Background: an optimization exercise with open tools, aiming at small area and a short achievable clock period. Do not read the settings as production practice. Only simulation tests tie the RTL to the original design; equivalence was not proved. In run 1 the design's own scripts or RTL, not TritonCTS, make the clock network. No driver is modelled on the clock port, so clock power and skew are understated where the tree is cut down; a real chip needs a root buffer or a tree. Power figures rest on the tool's default switching activity, not on a simulated workload.

File: flow/flow/run.sh
#!/bin/bash
# Standard ORFS layout (the standard.sh) with these changes to how it is made:
#  - ports are buffered with buf_2 cells instead of the slow delay-cell default
#  - the clock tree is flow/my_cts.tcl's (built in place of TritonCTS through
#    ORFS's PRE_CTS_TCL hook): 32 equal clusters of flip-flops, each under a
#    clkbuf_16, grouped by quadrant under 4 clkbuf_16 that the clock port drives
#  - after the timing repair in CTS and in global routing, flow/downsize.tcl
#    swaps each cell for the smallest drive strength that keeps the worst
#    setup slack, and repair_design then restores the slew and cap margins
# Each ORFS step writes its full log under orfs/logs; make's output goes to standard.log.
set -euo pipefail
export BUFFER_PORTS_ARGS="-buffer_cell sky130_fd_sc_hd__buf_2"
export PRE_CTS_TCL="$PWD/flow/pre_cts.tcl"
export POST_CTS_TCL="$PWD/flow/post_cts.tcl"
export POST_GLOBAL_ROUTE_TCL="$PWD/flow/post_grt.tcl"
bash standard.sh > standard.log 2>&1
File: flow/flow/downsize.tcl
# Area recovery: visit every logic cell, largest first, and swap it for the
# smallest cell of the same function (same name stem, other drive strength)
# that keeps the worst setup slack and adds no slew or capacitance
# violation. Clock-tree cells and flip-flops are left alone.
proc dn_area {} {
  set a 0
  foreach i [[ord::get_db_block] getInsts] {
    set n [[$i getMaster] getName]
    if {[string match *tapvpwr* $n] || [string match *fill* $n] || [string match *decap* $n]} continue
    set a [expr {$a + [[$i getMaster] getArea] / 1e6}]
  }
  return $a
}

# Cell swaps invalidate the wire parasitics of the nets they touch, so
# every swap is followed by a fresh placement-based estimate.
proc dn_update {} {
  estimate_parasitics -placement
}

proc dn_run {{eps 0.001}} {
  dn_update
  set db [ord::get_db]
  set block [ord::get_db_block]
  # group library cells by stem
  set stems [dict create]
  foreach lib [$db getLibs] {
    foreach m [$lib getMasters] {
      set n [$m getName]
      if {[regexp {^(sky130_fd_sc_hd__[a-z0-9]+)_([0-9]+)$} $n -> stem sz]} {
        if {[llength [get_lib_cells -quiet $n]] == 0} continue
        if {[get_property [get_lib_cells $n] dont_use]} continue
        dict lappend stems $stem [list [$m getArea] $n]
      }
    }
  }
  set wns0 [worst_slack -max]
  set slew0 [sta::max_slew_violation_count]
  set cap0 [sta::max_capacitance_violation_count]
  set limit [expr {$wns0 - $eps}]
  set a0 [dn_area]
  set insts {}
  foreach i [$block getInsts] {
    set m [$i getMaster]
    set n [$m getName]
    if {![regexp {^(sky130_fd_sc_hd__[a-z0-9]+)_([0-9]+)$} $n -> stem sz]} continue
    if {[string match sky130_fd_sc_hd__clk* $n] || [string match sky130_fd_sc_hd__df* $n] || [string match sky130_fd_sc_hd__edf* $n]} continue
    if {[string match *tapvpwr* $n] || [string match *fill* $n] || [string match *decap* $n] || [string match *conb* $n]} continue
    if {[$i isDoNotTouch]} continue
    set onclk 0
    foreach it [$i getITerms] {
      set net [$it getNet]
      if {$net != "NULL" && [$net getSigType] == "CLOCK"} { set onclk 1 }
    }
    if {$onclk} continue
    lappend insts [list [$m getArea] [$i getName] $stem $n]
  }
  set changed 0
  foreach rec [lsort -integer -decreasing -index 0 $insts] {
    lassign $rec area name stem cur
    if {![dict exists $stems $stem]} continue
    set cands [lsort -integer -index 0 [dict get $stems $stem]]
    foreach c $cands {
      lassign $c carea cname
      if {$carea >= $area} break
      replace_cell $name $cname
      dn_update
      if {[worst_slack -max] >= $limit && [sta::max_slew_violation_count] <= $slew0 && [sta::max_capacitance_violation_count] <= $cap0} {
        incr changed
        set area -1
        break
      }
      replace_cell $name $cur
      dn_update
    }
  }
  puts "downsize: $changed cells smaller, area [format %.1f $a0] -> [format %.1f [dn_area]], wns [format %.4f $wns0] -> [format %.4f [worst_slack -max]]"
}
File: flow/flow/my_cts.tcl
# Balanced clock tree built in place of TritonCTS. The flip-flops are split
# by recursive bisection of their locations (alternating x and y at the
# median) into 2^depth equal, compact clusters, each driven by one leaf
# buffer at its centre. With a mid level, the leaves are grouped 2^mid at a
# time (again by bisection) under one buffer each, and one root buffer,
# driven by the clock port, drives those.
proc mycts_bisect {pts depth axis} {
  if {$depth == 0 || [llength $pts] < 2} { return [list $pts] }
  set s [lsort -integer -index $axis $pts]
  set h [expr {[llength $s] / 2}]
  set a [lrange $s 0 [expr {$h - 1}]]
  set b [lrange $s $h end]
  set na [expr {1 - $axis}]
  return [concat [mycts_bisect $a [expr {$depth - 1}] $na] [mycts_bisect $b [expr {$depth - 1}] $na]]
}

proc mycts_centre {c} {
  set cx 0; set cy 0
  foreach p $c { set cx [expr {$cx + [lindex $p 0]}]; set cy [expr {$cy + [lindex $p 1]}] }
  return [list [expr {$cx / [llength $c]}] [expr {$cy / [llength $c]}]]
}

# Create buffer NAME of master M at (x, y) driving a new net NAME_net from
# input net IN; return the new net.
proc mycts_buffer {m name x y in} {
  set block [ord::get_db_block]
  set inst [odb::dbInst_create $block $m $name]
  set net [odb::dbNet_create $block ${name}_net]
  $net setSigType CLOCK
  $inst setLocation [expr {int($x)}] [expr {int($y)}]
  $inst setPlacementStatus PLACED
  [$inst findITerm A] connect $in
  [$inst findITerm X] connect $net
  return $net
}

proc mycts_build {clk_name depth mid master {leaf_master ""}} {
  set db [ord::get_db]
  set block [ord::get_db_block]
  set net [$block findNet $clk_name]
  set m [$db findMaster $master]
  if {$leaf_master == ""} { set leaf_master $master }
  set lm [$db findMaster $leaf_master]
  set pts {}
  foreach it [$net getITerms] {
    set b [[$it getInst] getBBox]
    lappend pts [list [expr {([$b xMin] + [$b xMax]) / 2}] [expr {([$b yMin] + [$b yMax]) / 2}] $it]
  }
  foreach it [$net getITerms] { $it disconnect }
  set die [$block getDieArea]
  set axis [expr {([$die dx] >= [$die dy]) ? 0 : 1}]
  set clusters [mycts_bisect $pts $depth $axis]
  # leaf cluster centres, as points for grouping
  set leaves {}
  set k 0
  foreach c $clusters {
    lassign [mycts_centre $c] cx cy
    lappend leaves [list $cx $cy $k $c]
    incr k
  }
  if {$mid < 0} {
    # no common root: the clock port drives 2^-mid group buffers directly
    set g 0
    foreach grp [mycts_bisect $leaves [expr {-$mid}] $axis] {
      lassign [mycts_centre $grp] gx gy
      set gnet [mycts_buffer $m clkbuf_root_$g $gx $gy $net]
      foreach l $grp {
        lassign $l cx cy idx c
        set lnet [mycts_buffer $lm clkbuf_leaf_$idx $cx $cy $gnet]
        foreach p $c { [lindex $p 2] connect $lnet }
      }
      incr g
    }
    puts "mycts: [llength $pts] sinks, [llength $clusters] leaf buffers, $g root buffers"
    return
  }
  lassign [mycts_centre $leaves] rx ry
  set rootnet [mycts_buffer $m clkbuf_root $rx $ry $net]
  if {$mid > 0} {
    set groups [mycts_bisect $leaves [expr {$depth - $mid}] $axis]
  } else {
    set groups [list $leaves]
  }
  set g 0
  foreach grp $groups {
    if {$mid > 0} {
      lassign [mycts_centre $grp] gx gy
      set gnet [mycts_buffer $m clkbuf_mid_$g $gx $gy $rootnet]
    } else {
      set gnet $rootnet
    }
    foreach l $grp {
      lassign $l cx cy idx c
      set lnet [mycts_buffer $lm clkbuf_leaf_$idx $cx $cy $gnet]
      foreach p $c { [lindex $p 2] connect $lnet }
    }
    incr g
  }
  puts "mycts: [llength $pts] sinks, [llength $clusters] leaf buffers, [llength $groups] groups"
}
File: flow/flow/post_cts.tcl
# Sourced by ORFS's cts.tcl after its timing repair: recover the area of
# cells the repair made larger than the worst slack needs, then repair any
# slew or capacitance limit with ORFS's margins, and legalise.
source [file join [file dirname [info script]] downsize.tcl]
dn_run
repair_design -slew_margin $::env(SLEW_MARGIN) -cap_margin $::env(CAP_MARGIN) -match_cell_footprint
detailed_placement
check_placement -verbose
File: flow/flow/post_grt.tcl
# Sourced by ORFS's global_route.tcl after its timing repair: the same area
# recovery as after CTS (on placement-based parasitics), then the nets are
# rerouted and slew and capacitance limits repaired on global-routing
# parasitics, and the route guides rewritten.
source [file join [file dirname [info script]] downsize.tcl]
global_route -start_incremental
dn_run
detailed_placement
global_route -end_incremental
estimate_parasitics -global_routing
global_route -start_incremental
repair_design -slew_margin $::env(SLEW_MARGIN) -cap_margin $::env(CAP_MARGIN) -match_cell_footprint
detailed_placement
global_route -end_incremental
estimate_parasitics -global_routing
check_placement -verbose
puts "post_grt: wns [worst_slack -max] slew violations [sta::max_slew_violation_count] cap violations [sta::max_capacitance_violation_count]"
write_guides $::env(RESULTS_DIR)/route.guide
File: flow/flow/pre_cts.tcl
# Sourced by ORFS's cts.tcl before it calls clock_tree_synthesis: replaces
# TritonCTS with the tree of my_cts.tcl: 32 equal clusters of flip-flops,
# each driven by a clkbuf_16 at its centre; the leaf buffers are grouped by
# quadrant under 4 clkbuf_16, which the clock port drives.
source [file join [file dirname [info script]] my_cts.tcl]
rename clock_tree_synthesis orig_clock_tree_synthesis
proc clock_tree_synthesis {args} {
  set port [[ord::get_db_block] findBTerm clk]
  mycts_build [[$port getNet] getName] 5 -2 sky130_fd_sc_hd__clkbuf_16 sky130_fd_sc_hd__clkbuf_16
  set_propagated_clock [all_clocks]
}
File: flow/standard.sh
#!/bin/bash
# synth_recipe.tcl (not shown) runs the flow's synth.tcl, then flattens the netlist and writes it again
# the make line also repeats each setting of config.mk as NAME=value (left out here)
make -C /OpenROAD-flow-scripts/flow DESIGN_CONFIG=/design/flow/config.mk WORK_HOME=/design/flow/orfs CLKGATE_MAP_FILE= SYNTH_SCRIPT=/design/flow/synth_recipe.tcl "${@:-finish}"
File: flow/config.mk
export PLATFORM = sky130hd
export DESIGN_NAME = fifo
export DESIGN_NICKNAME = fifo
export VERILOG_FILES = /design/flow/design.v
export SDC_FILE = /design/flow/constraint.sdc
export NUM_CORES = 4
export LEC_CHECK = 0
export CAP_MARGIN = 20
export CORE_MARGIN = 2
export CORE_UTILIZATION = 60
export CTS_CLUSTER_DIAMETER = 80
export CTS_CLUSTER_SIZE = 30
export SETUP_SLACK_MARGIN = 2.2
export SLEW_MARGIN = 20
export SYNTH_HIERARCHICAL = 1
export SYNTH_MINIMUM_KEEP_SIZE = 0
File: flow/constraint.sdc
create_clock -name core_clock -period 4.0 [get_ports {clk}]
set_input_delay 0.8000 -clock core_clock [delete_from_list [all_inputs] [get_ports {clk}]]
set_output_delay 0.8000 -clock core_clock [all_outputs]
set_load 0.01 [all_outputs]
File: flow/design.v
module fifo(
  input clk,
  input rst,
  input [7:0] buf_in,
  input wr_en,
  input rd_en,
  output reg [7:0] buf_out,
  output buf_empty,
  output reg buf_full,
  output [7:0] fifo_counter
);
  reg [5:0] wr_ptr;
  reg [7:0] rlo;
  reg [7:0] rhi;
  reg [6:0] count;
  reg not_empty;
  reg [7:0] mem_n [0:63];
  assign fifo_counter = {1'b0, count};
  assign buf_empty = ~not_empty;
  wire wa = wr_en & ~buf_full;
  wire ra = rd_en & not_empty;
  wire [7:0] wlo_n = ~(8'b1 << wr_ptr[2:0]);
  wire [7:0] whi = 8'b1 << wr_ptr[5:3];
  wire [7:0] whi_n;
  wire [63:0] we;
  wire [63:0] rs_n;
  genvar g, b;
  generate
    for (g = 0; g < 8; g = g + 1) begin : gwhi
      fifo_nand3b u (.a_n(buf_full), .b(wr_en), .c(whi[g]), .y(whi_n[g]));
    end
    for (g = 0; g < 64; g = g + 1) begin : gdec
      fifo_nor2 u_we (.a(wlo_n[g % 8]), .b(whi_n[g / 8]), .y(we[g]));
      fifo_nand2 u_rs (.a(rlo[g % 8]), .b(rhi[g / 8]), .y(rs_n[g]));
    end
  endgenerate
  wire [7:0] rdata;
  generate
    for (b = 0; b < 8; b = b + 1) begin : gbit
      wire [63:0] col_n;
      for (g = 0; g < 64; g = g + 1) begin : gcol
        assign col_n[g] = mem_n[g][b];
      end
      fifo_sel64 u_sel (.s_n(rs_n), .d_n(col_n), .y(rdata[b]));
    end
  endgenerate
  wire [7:0] buf_in_n = ~buf_in;
  generate
    for (g = 0; g < 64; g = g + 1) begin : gmem
      always @(posedge clk)
        if (we[g])
          mem_n[g] <= buf_in_n;
    end
  endgenerate
  always @(posedge clk or posedge rst) begin
    if (rst) begin
      wr_ptr <= 6'd0;
      rlo <= 8'b00000001;
      rhi <= 8'b00000001;
      count <= 7'd0;
      buf_out <= 8'd0;
      not_empty <= 1'b0;
      buf_full <= 1'b0;
    end else begin
      if (wa) wr_ptr <= wr_ptr + 6'd1;
      if (ra) begin
        rlo <= {rlo[6:0], rlo[7]};
        if (rlo[7]) rhi <= {rhi[6:0], rhi[7]};
        buf_out <= rdata;
      end
      if (wa & ~ra) count <= count + 7'd1;
      else if (ra & ~wa) count <= count - 7'd1;
      not_empty <= wr_en | (not_empty & (~rd_en | (count != 7'd1)));
      buf_full <= ~rd_en & (buf_full | (wr_en & (count == 7'd63)));
    end
  end
endmodule
module fifo_sel64(
  input [63:0] s_n,
  input [63:0] d_n,
  output y
);
  wire [31:0] p;      
  wire [15:0] q_n;
  wire [3:0] r;
  wire [1:0] t_n;
  genvar i;
  generate
    for (i = 0; i < 32; i = i + 1) begin : gp
      fifo_oai22 u (.a1(s_n[2*i]), .a2(d_n[2*i]), .b1(s_n[2*i+1]), .b2(d_n[2*i+1]), .y(p[i]));
    end
    for (i = 0; i < 16; i = i + 1) begin : gq
      fifo_nor2 u (.a(p[2*i]), .b(p[2*i+1]), .y(q_n[i]));
    end
    for (i = 0; i < 4; i = i + 1) begin : gr
      fifo_nand4 u (.a(q_n[4*i]), .b(q_n[4*i+1]), .c(q_n[4*i+2]), .d(q_n[4*i+3]), .y(r[i]));
    end
  endgenerate
  fifo_nor2 t0 (.a(r[0]), .b(r[1]), .y(t_n[0]));
  fifo_nor2 t1 (.a(r[2]), .b(r[3]), .y(t_n[1]));
  fifo_nand2 t2 (.a(t_n[0]), .b(t_n[1]), .y(y));
endmodule
module fifo_oai22(input a1, input a2, input b1, input b2, output y);
  assign y = ~((a1 | a2) & (b1 | b2));
endmodule
module fifo_nand4(input a, input b, input c, input d, output y);
  assign y = ~(a & b & c & d);
endmodule
module fifo_nand3b(input a_n, input b, input c, output y);
  assign y = ~(~a_n & b & c);
endmodule
module fifo_nand2(input a, input b, output y);
  assign y = ~(a & b);
endmodule
module fifo_nor2(input a, input b, output y);
  assign y = ~(a | b);
endmodule
==> results of run 1 <==
## per-layer routing
metal / vias to the layer above / share of wire / track usage / routed length [um]
li1: 5283 / - / - / -
met3: 162 / 0.093 / 0.0345 / 5280
met1: 6266 / 0.39 / 0.460 / 22000
met4: 0 / 0.048 / 0.121 / 2740
met2: 739 / 0.47 / 0.511 / 26600
met5: - / 0 / 0 / 0
## cell families after synthesis
family	Yosys count	synth area share
buffers and inverters	26	0.00558
and+or+nand+nor	362	0.0769
other	1	0.000186
muxes	24	0.0133
DFF	551	0.810
xor gates and xnor gates	11	0.00477
adders and majority gates	10	0.00620
AOI/OAI and AO/OA	265	0.0827
## worst reg2reg max path: stages, from the launching register on
cell	delay [ns]
dfrtp_1	0.40
inv_1	0.15
ha_1	0.26
nand2_2	0.48
nor2_4	0.44
## worst paths after layout
check,startpoint,endpoint,slack (ns),cells after the start
min,buf_out[3],buf_out[3],0.52,1
max,wr_ptr[0],mem_n[56][7],1.93,4
max reg2reg,wr_ptr[0],mem_n[56][7],1.93,4
min reg2reg,buf_out[3],buf_out[3],0.52,1
max in group asynchronous,rst,rlo[4],2.78,2
min in group asynchronous,rst,not_empty,0.57,2
## per-module statistics from Yosys, one instance, submodules excluded, excerpt
module | cells | cell area [um2] | flops+latches
fifo | 674 | 17300 | 551
fifo_nand2 | 1 | 3.75 | 0
fifo_nand3b | 1 | 7.51 | 0
fifo_nand4 | 1 | 6.26 | 0
fifo_nor2 | 1 | 3.75 | 0
fifo_oai22 | 1 | 6.26 | 0
## layout make-up
cell class                 count  share of cell area
sequential                   551               0.714
multi-input combinational    673               0.184
buffer                        36              0.0391
timing repair buffer         138              0.0321
tap                          448              0.0244
inverter                      17             0.00440
timing repair inverter         8             0.00239
## power by group through the flow
stage	sequential [mW]	clock, mW	combinational (mW)
after floorplan	6.78	0	0.495
after global placement	6.86	0	0.848
after detailed placement	6.86	0	0.849
final	6.72	3.29	1.11
## per-stage QoR
| step | instance area, um2 | util | std cells | worst slack [ns] | total power, mW |
|---|---|---|---|---|---|
| 2_1_floorplan | 20300 | - | 1250 | 1.80 | 7.28 |
| 3_3_place_gp | 21000 | 0.630 | 1731 | 1.42 | 7.70 |
| 3_5_place_dp | 21000 | 0.630 | 1731 | 1.38 | 7.71 |
| 6_report | 23000 | 0.690 | 1871 | 1.93 | 11.1 |
## registers in the layout, summed over array words and instances, names as in the netlist
signal and count:
buf_full 1, buf_out 8, count 7, mem_n 512, not_empty 1, rhi 8, rlo 8, wr_ptr 6
## placed cells by master (no fill, tap or decap), drive strengths merged, types with 3 or more instances in the layout
cell type	synthesis	layout
nand3	3	3
clkbuf	4	49
or4	3	3
nand3b	9	9
edfxtp	512	512
nor3b	3	3
dfrtp	37	37
nand4	35	35
nor3	3	3
xor2	6	6
xnor2	5	5
a21oi	3	3
ha	10	10
mux2	23	23
nor2	210	210
inv	17	7
o22ai	256	256
nand2	86	86
buf	5	125
clkinvlp	0	18
==> notes.md, run 1 <==
CP bufs+invs: 1
Initial Util: 0.605
Via count: 12.5k
Hold WC Path Type: reg2reg
Port bufs: 28
FFs w/ async S/R, synth: 0.0708
Initial antenna violation count: 0
Syn. warnings: 8
Die Area: 35100 um2
Global-route wire length before repair: 80400 um
Startpoint Class: flop
Area share of the largest cell type after synthesis: 0.762
Pin count of the biggest net entering global routing: 65
Most frequent cells after synthesis: 512 x edfxtp_1, 256 x o22ai_1, 210 x nor2_1, 86 x nand2_1, 37 x dfrtp_1
Dominant cell by count in the synthesized netlist: edfxtp_1
Multi-input gate area: 4230 um2
CP Data Required Time: 4.04 ns
Worst-path cell chain: inv_1 > ha_1 > nand2_2 > nor2_4
Synthesized area: 20200 um2
Final critical-path required period: 2.07 ns
Setup violators final: 0
Maximum vdd drop: 0.387 mV
Switching Share: 0.245
Final Slew Violations: 0
Setup TNS Final: 0 ns
Ratio of cells with drive above 1 in the final layout: 0.216
Critical path's slowest cell: nand2_2
Gpl congestion: 0.905
Ys flop type: edfxtp_1
Yosys top cell by area: edfxtp_1
Die W: 187 um
Final wirelength: 56600 um
Vias in the first global route: 11.8k
DP HPWL: 31100 um
Internal power: 8.40 mW
Hold Fails Final Rpt: 0
Cell Pwr Density: 484 nW/um2
Crit end category: flop
Sequential share of the synthesized area: 0.810
Diodes inserted: 0
Crit path kind: reg2reg
EDFF count, synth: 512
Register bit total from synthesis: 551
CP Max Fanout: 8
Mapped Cells: 1250
Routed len/inst: 30.3 um
Synth Net Count: 1272
WP data arrival: 2.11 ns
Core area: 33400 um2
Max-Cap Viols: 0
Drt pass-1 iters: 6
Comb pwr share: 0.100
P_sw: 2.73 mW
GRT Overall Usage: 0.318
Layout net count: 1447
Min Hold Slack: 0.517 ns
Layout fillers: 2385
Grt total ovfl: 0
Mean post-synth cell area: 16.1 um2
Slew margin rel.: 0.372
Area contributors post-synth: edfxtp_1 76%, o22ai_1 7.9%, dfrtp_1 4.6%
DR vias/cell: 6.65
Row cnt: 67
Layout Skew: 0.0182 ns
Unique masters post-synth: 38
Post-route DRC: 0
Slowest Stage Delay on Critical Path: 0.48 ns
DRT iter0 DRCs: 1660
Layout area overhead: 14.0%
Status: timing/DRC/antenna clean
Register area: 16400 um2
I/O pins: 30
Seq pwr share: 0.604
Post-route antenna net violation count: 0
Clock latency (worst-skew pair): 0.37 ns
Static Leak: 7.24 nW
Die Ht: 187 um
Clock share of power: 0.296
Crit-path leading delay family: simple AND/OR/NAND/NOR gates
Tcrit/Tclk final: 0.518
Clock transition at path regs: 0.08 ns
FMAX: 483 MHz
Worst Max-Slew Pin Slew: 0.942 ns
==> run 2: changes to the inputs <==
==> flow/flow/run.sh (replaced) <==
#!/bin/bash
# Standard ORFS layout (the standard.sh) with these changes to how it is made:
#  - ports are buffered with buf_2 cells instead of the slow delay-cell default
#  - CTS clusters 30 sinks within 80 um and inserts no dummy loads
set -euo pipefail
export BUFFER_PORTS_ARGS="-buffer_cell sky130_fd_sc_hd__buf_2"
export CTS_ARGS="-sink_clustering_enable -repair_clock_nets -sink_clustering_size 30 -sink_clustering_max_diameter 80 -dont_use_dummy_load"
export POST_CTS_TCL="$PWD/flow/post_cts.tcl"
export POST_GLOBAL_ROUTE_TCL="$PWD/flow/post_grt.tcl"
bash standard.sh > standard.log 2>&1
==> flow/flow/post_cts.tcl (replaced) <==
source [file join [file dirname [info script]] downsize.tcl]
source [file join [file dirname [info script]] upsize.tcl]
dn_run
up_run 4.0 60
dn_run
detailed_placement
check_placement -verbose
==> flow/flow/post_grt.tcl (replaced) <==
# Sourced by ORFS's global_route.tcl after its timing repair: the same
# sizing as after CTS, on global-routing parasitics; then legalise, reroute
# the changed nets and rewrite the route guides.
source [file join [file dirname [info script]] downsize.tcl]
source [file join [file dirname [info script]] upsize.tcl]
global_route -start_incremental
dn_run
up_run 4.0 60
dn_run
detailed_placement
global_route -end_incremental
estimate_parasitics -global_routing
check_placement -verbose
write_guides $::env(RESULTS_DIR)/route.guide
==> flow/flow/upsize.tcl (new file) <==
proc up_stems {} {
  set db [ord::get_db]
  set stems [dict create]
  foreach lib [$db getLibs] {
    foreach m [$lib getMasters] {
      set n [$m getName]
      if {[regexp {^(sky130_fd_sc_hd__[a-z0-9]+)_([0-9]+)$} $n -> stem sz]} {
        if {[llength [get_lib_cells -quiet $n]] == 0} continue
        if {[get_property [get_lib_cells $n] dont_use]} continue
        dict lappend stems $stem [list [$m getArea] $n]
      }
    }
  }
  return $stems
}

proc up_run {period iters {npaths 4}} {
  dn_update
  set stems [up_stems]
  set block [ord::get_db_block]
  set a [dn_area]
  set w [worst_slack -max]
  set n 0
  for {set it 0} {$it < $iters} {incr it} {
    set insts [dict create]
    foreach pe [find_timing_paths -path_delay max -path_group core_clock -group_path_count $npaths -endpoint_path_count 1 -sort_by_slack] {
      foreach pt [get_property $pe points] {
        set pin [get_property $pt pin]
        if {[get_property $pin direction] != "output"} continue
        set inst [get_property $pin full_name]
        set inst [file dirname $inst]
        if {$inst == "."} continue
        dict set insts $inst 1
      }
    }
    set best ""
    set bestv [expr {$a * ($period - $w)}]
    foreach name [dict keys $insts] {
      set i [$block findInst $name]
      if {$i == "NULL"} continue
      set cur [[$i getMaster] getName]
      if {[string match sky130_fd_sc_hd__clk* $cur]} continue
      if {![regexp {^(sky130_fd_sc_hd__[a-z0-9]+)_([0-9]+)$} $cur -> stem sz]} continue
      if {![dict exists $stems $stem]} continue
      set carea [[$i getMaster] getArea]
      foreach c [lsort -integer -index 0 [dict get $stems $stem]] {
        lassign $c ar cn
        if {$ar <= $carea} continue
        replace_cell $name $cn
        dn_update
        set w2 [worst_slack -max]
        set a2 [expr {$a + ($ar - $carea) / 1e6}]
        set v [expr {$a2 * ($period - $w2)}]
        if {$v < $bestv - 1e-6 && [sta::max_slew_violation_count] == 0 && [sta::max_capacitance_violation_count] == 0} {
          set bestv $v; set best [list $name $cn $a2 $w2]
        }
        replace_cell $name $cur
        dn_update
      }
    }
    if {$best == ""} break
    lassign $best name cn a w
    replace_cell $name $cn
    dn_update
    incr n
  }
  puts "upsize: $n changes, area [format %.1f $a], wns [format %.4f [worst_slack -max]]"
}
--- a/flow/config.mk
+++ b/flow/config.mk
@@ -11,5 +11,5 @@
 export CTS_CLUSTER_DIAMETER = 80
 export CTS_CLUSTER_SIZE = 30
-export SETUP_SLACK_MARGIN = 2.2
+export SETUP_SLACK_MARGIN = 2.3
 export SLEW_MARGIN = 20
 export SYNTH_HIERARCHICAL = 1
removed: flow/flow/my_cts.tcl
removed: flow/flow/pre_cts.tcl
==> run 2 against run 1 <==
- still clean on timing, DRC and antenna
- clock power down 19%
- synthesized cell count unchanged
- routed wire length is 3.9% higher
- via count rose by 2.4%
- global-route usage fell by 0.49 points
- critical path type is now in2reg
==> notes.md, run 2 <==
R2r setup slk: 1.89 ns (-0.04 ns)
Commonest cells after routing, fill and taps aside: 512 x edfxtp_1, 254 x o22ai_1, 129 x nor2_1
Synth Net Count: 1272 (unchanged)
CP Max Fanout: 11 (+3)
Static Leak: 7.19 nW (-0.68%)
Crit-path leading delay family: buffers and inverters
Unique masters post-synth: 38 (unchanged)
I/O pins: 30 (unchanged)
Initial antenna violation count: 0 (unchanged)
Mapped Cells: 1250 (unchanged)
Worst setup path endpoint: mem_n[22][0]
Die Ht: 187 um (unchanged)
Setup violators final: 0 (unchanged)
Mean post-synth cell area: 16.1 um2 (unchanged)
Most frequent cells after synthesis: 512 x edfxtp_1, 256 x o22ai_1, 210 x nor2_1, 86 x nand2_1, 37 x dfrtp_1
Register area: 16400 um2 (about the same)
Synth Area in Compound Gates: 0.0827 (unchanged)
Sequential share of the synthesized area: 0.810 (unchanged)
Layout area overhead: 13.4%
Mux share of post-synthesis cell area: 0.0133 (unchanged)
CTS tree: built
Flip-flop count of the largest register after layout: 512 (unchanged)
Die Area: 35100 um2 (unchanged)
Diodes inserted: 0 (unchanged)
Yosys top cell by area: edfxtp_1
Main combinational cell family by area after synthesis: compound AO/OA/AOI/OAI gates
Multi-input gate area: 4250 um2 (+0.41%)
Syn. warnings: 8 (unchanged)
Commonest non-fill, non-tap cell in the layout: edfxtp_1
Setup TNS Final: 0 ns (unchanged)
Grt total ovfl: 0 (unchanged)
Port bufs: 28 (unchanged)
Area share of the largest cell type after synthesis: 0.762 (unchanged)
Startpoint Class: input pin
DRT iter0 DRCs: 1707 (+2.8%)
Crit end category: flop
Ys flop type: edfxtp_1
Pin count of the biggest net entering global routing: 43 (-34%)
Cells on worst reg2reg path: 8 (+4)
Reg2reg start: rlo[5]
DP Area: 21400 um2 (+1.9%)
Setup crit start: buf_in[0]
Post-route DRC: 0 (unchanged)
Hold WC Path Type: in2async
Core area: 33400 um2 (unchanged)
Initial Util: 0.605 (unchanged)
Worst-path cell chain: clkbuf_2 > clkinvlp_4 > buf_1 > buf_1
Clock latency (worst-skew pair): 0.57 ns (+0.20 ns)
Clock sink count: 551
Slew margin rel.: 0.158 (-0.214)
Worst Max-Slew Pin Slew: 1.26 ns (+0.321 ns)
Global-route wire length before repair: 78500 um (-2.4%)
Area contributors post-synth: edfxtp_1 76%, o22ai_1 7.9%, dfrtp_1 4.6%
Routed len/inst: 30.8 um (+1.7%)
Worst path depth: 4 (unchanged)
FMAX: 473 MHz (-1.9%)
Crit path kind: in2reg
Reg with most FFs: mem_n
Max-Cap Viols: 0 (unchanged)
Vias in the first global route: 11.8k (-0.49%)
Drt pass-1 iters: 6 (unchanged)
Status: timing/DRC/antenna clean
Design Area, Final: 22900 um2 (-0.53%)
Dominant cell by count in the synthesized netlist: edfxtp_1
Gpl congestion: 0.931 (+2.8%)
Hold Fails Final Rpt: 0 (unchanged)
Post-Synth Simple-Gate Area: 0.0769 (unchanged)
Ratio of cells with drive above 1 in the final layout: 0.213 (-0.00316)
Final wirelength: 58800 um (+3.9%)
Clock transition at path regs: 0.10 ns (+0.02 ns)
Tcrit/Tclk final: 0.528 (+0.0103)
Layout Skew: 0.0373 ns (+0.0191 ns)
Cell Pwr Density: 467 nW/um2 (-3.4%)
Die W: 187 um (unchanged)
Synth Area in XOR/XNOR: 0.00477 (unchanged)
Crit-path most repeated cell: buf_1
Worst r2r dst: buf_out[7]
Final critical-path required period: 2.11 ns (+0.0411 ns)
Final Slew Violations: 0 (unchanged)
Layout fillers: 2449 (+2.7%)
Post-route antenna net violation count: 0 (unchanged)
CP bufs+invs: 4 (+3)
Critical path's slowest cell: buf_1
WP data arrival: 2.36 ns (+0.25 ns)
EDFF count, synth: 512 (unchanged)
Slowest Stage Delay on Critical Path: 0.65 ns (+0.17 ns)
Synthesized area: 20200 um2 (unchanged)
Register bit total from synthesis: 551 (unchanged)
Layout net count: 1487 (+2.8%)
Row cnt: 67 (unchanged)
Maximum vdd drop: 0.364 mV (-6.1%)
DR vias/cell: 6.67 (+0.26%)
CP Data Required Time: 4.25 ns (+0.21 ns)
GRT Overall Usage: 0.313 (-0.00495)
Via count: 12.7k (+2.4%)
Synth Area in Adders: 0.00620 (unchanged)
DP HPWL: 32500 um (+4.6%)
FFs w/ async S/R, synth: 0.0708 (unchanged)
## run 2: cell counts after synthesis
No cell type changed its count.
## run 2: cell families after synthesis
kind of cell	after synthesis
xor gates and xnor gates	11
other	1
buffers and inverters	26
adders and majority gates	10
AOI/OAI and AO/OA	265
DFF	551
muxes	24
and+or+nand+nor	362
## run 2: report_power, final
group | total (mW) | internal (mW) | switching, mW
clock network | 2.65 | 1.08 | 1.57
registers | 6.66 | 6.56 | 0.109
logic | 1.38 | 0.341 | 1.04
## run 2: worst min path at each step
stage	startpoint	endpoint	slack, ns
finish	rst	count[0]	0.40
floorplan	rlo[0]	rlo[0]	0.49
detailed placement	buf_out[5]	buf_out[5]	0.50
global placement	buf_out[5]	buf_out[5]	0.49
## run 2: metal layers
| layer | track usage | share of wire | up-vias |
|---|---|---|---|
| met5 | 0 | 0 | - |
| met4 | 0.127 | 0.042 | 0 |
| met3 | 0.0439 | 0.11 | 148 |
| met2 | 0.491 | 0.47 | 841 |
| met1 | 0.454 | 0.38 | 6387 |
| li1 | - | - | 5373 |
## run 2: area by class of cell
class | instances | area share
flip-flops and latches | 551 | 0.718
multi-input cells | 673 | 0.186
repair buffers | 189 | 0.0390
clock buffers | 24 | 0.0262
well taps | 448 | 0.0245
inverters | 17 | 0.00443
repair inverters | 9 | 0.00251
## run 2: metrics by stage
| stage | power (mW) | std cells | utilization | hold WS [ns] | worst slack (ns) |
|---|---|---|---|---|---|
| global placement | 7.89 | 1735 | 0.641 | 0.486 | 1.25 |
| finish | 10.7 | 1911 | 0.686 | 0.402 | 1.89 |
| floorplan | 7.44 | 1250 | - | 0.490 | 1.80 |
| detailed placement | 7.90 | 1736 | 0.642 | 0.502 | 1.22 |
## run 2: Yosys stat by module (local to each module, per instance), a selection
module,cell area [um2],flops+latches,times used
fifo,17300,551,1
fifo_nand2,3.75,0,72
fifo_nand3b,7.51,0,8
fifo_nand4,6.26,0,32
fifo_nor2,3.75,0,208
fifo_oai22,6.26,0,256

-- static timing again, ports no longer ideal --
Ports are ideal in the flow. The routed layouts listed here were re-timed in OpenROAD. Step 1, drivers: a clkbuf_16 drives clk and a buf_2 each remaining input, both assumed. Step 2 also shifts input and output timing later by t, the mid clock arrival at the registers, as if the neighbouring blocks saw the same clock. Three values: ideal ports, drivers, drivers and shift; two values: the first two.
run | t, ns | slack for setup (ns) | latest minus earliest clock arrival (ns)
run 1 | 0.480 | 1.928 / 1.928 / 1.664 | 0.019 / 0.019
run 2 | 0.604 | 1.887 / 1.892 / 1.314 | 0.039 / 0.038
After both steps setup and hold are still met in every run listed. The setup slack of run 2, which loses most, moves by +0.005 ns with the drivers and by -0.573 ns with both steps.
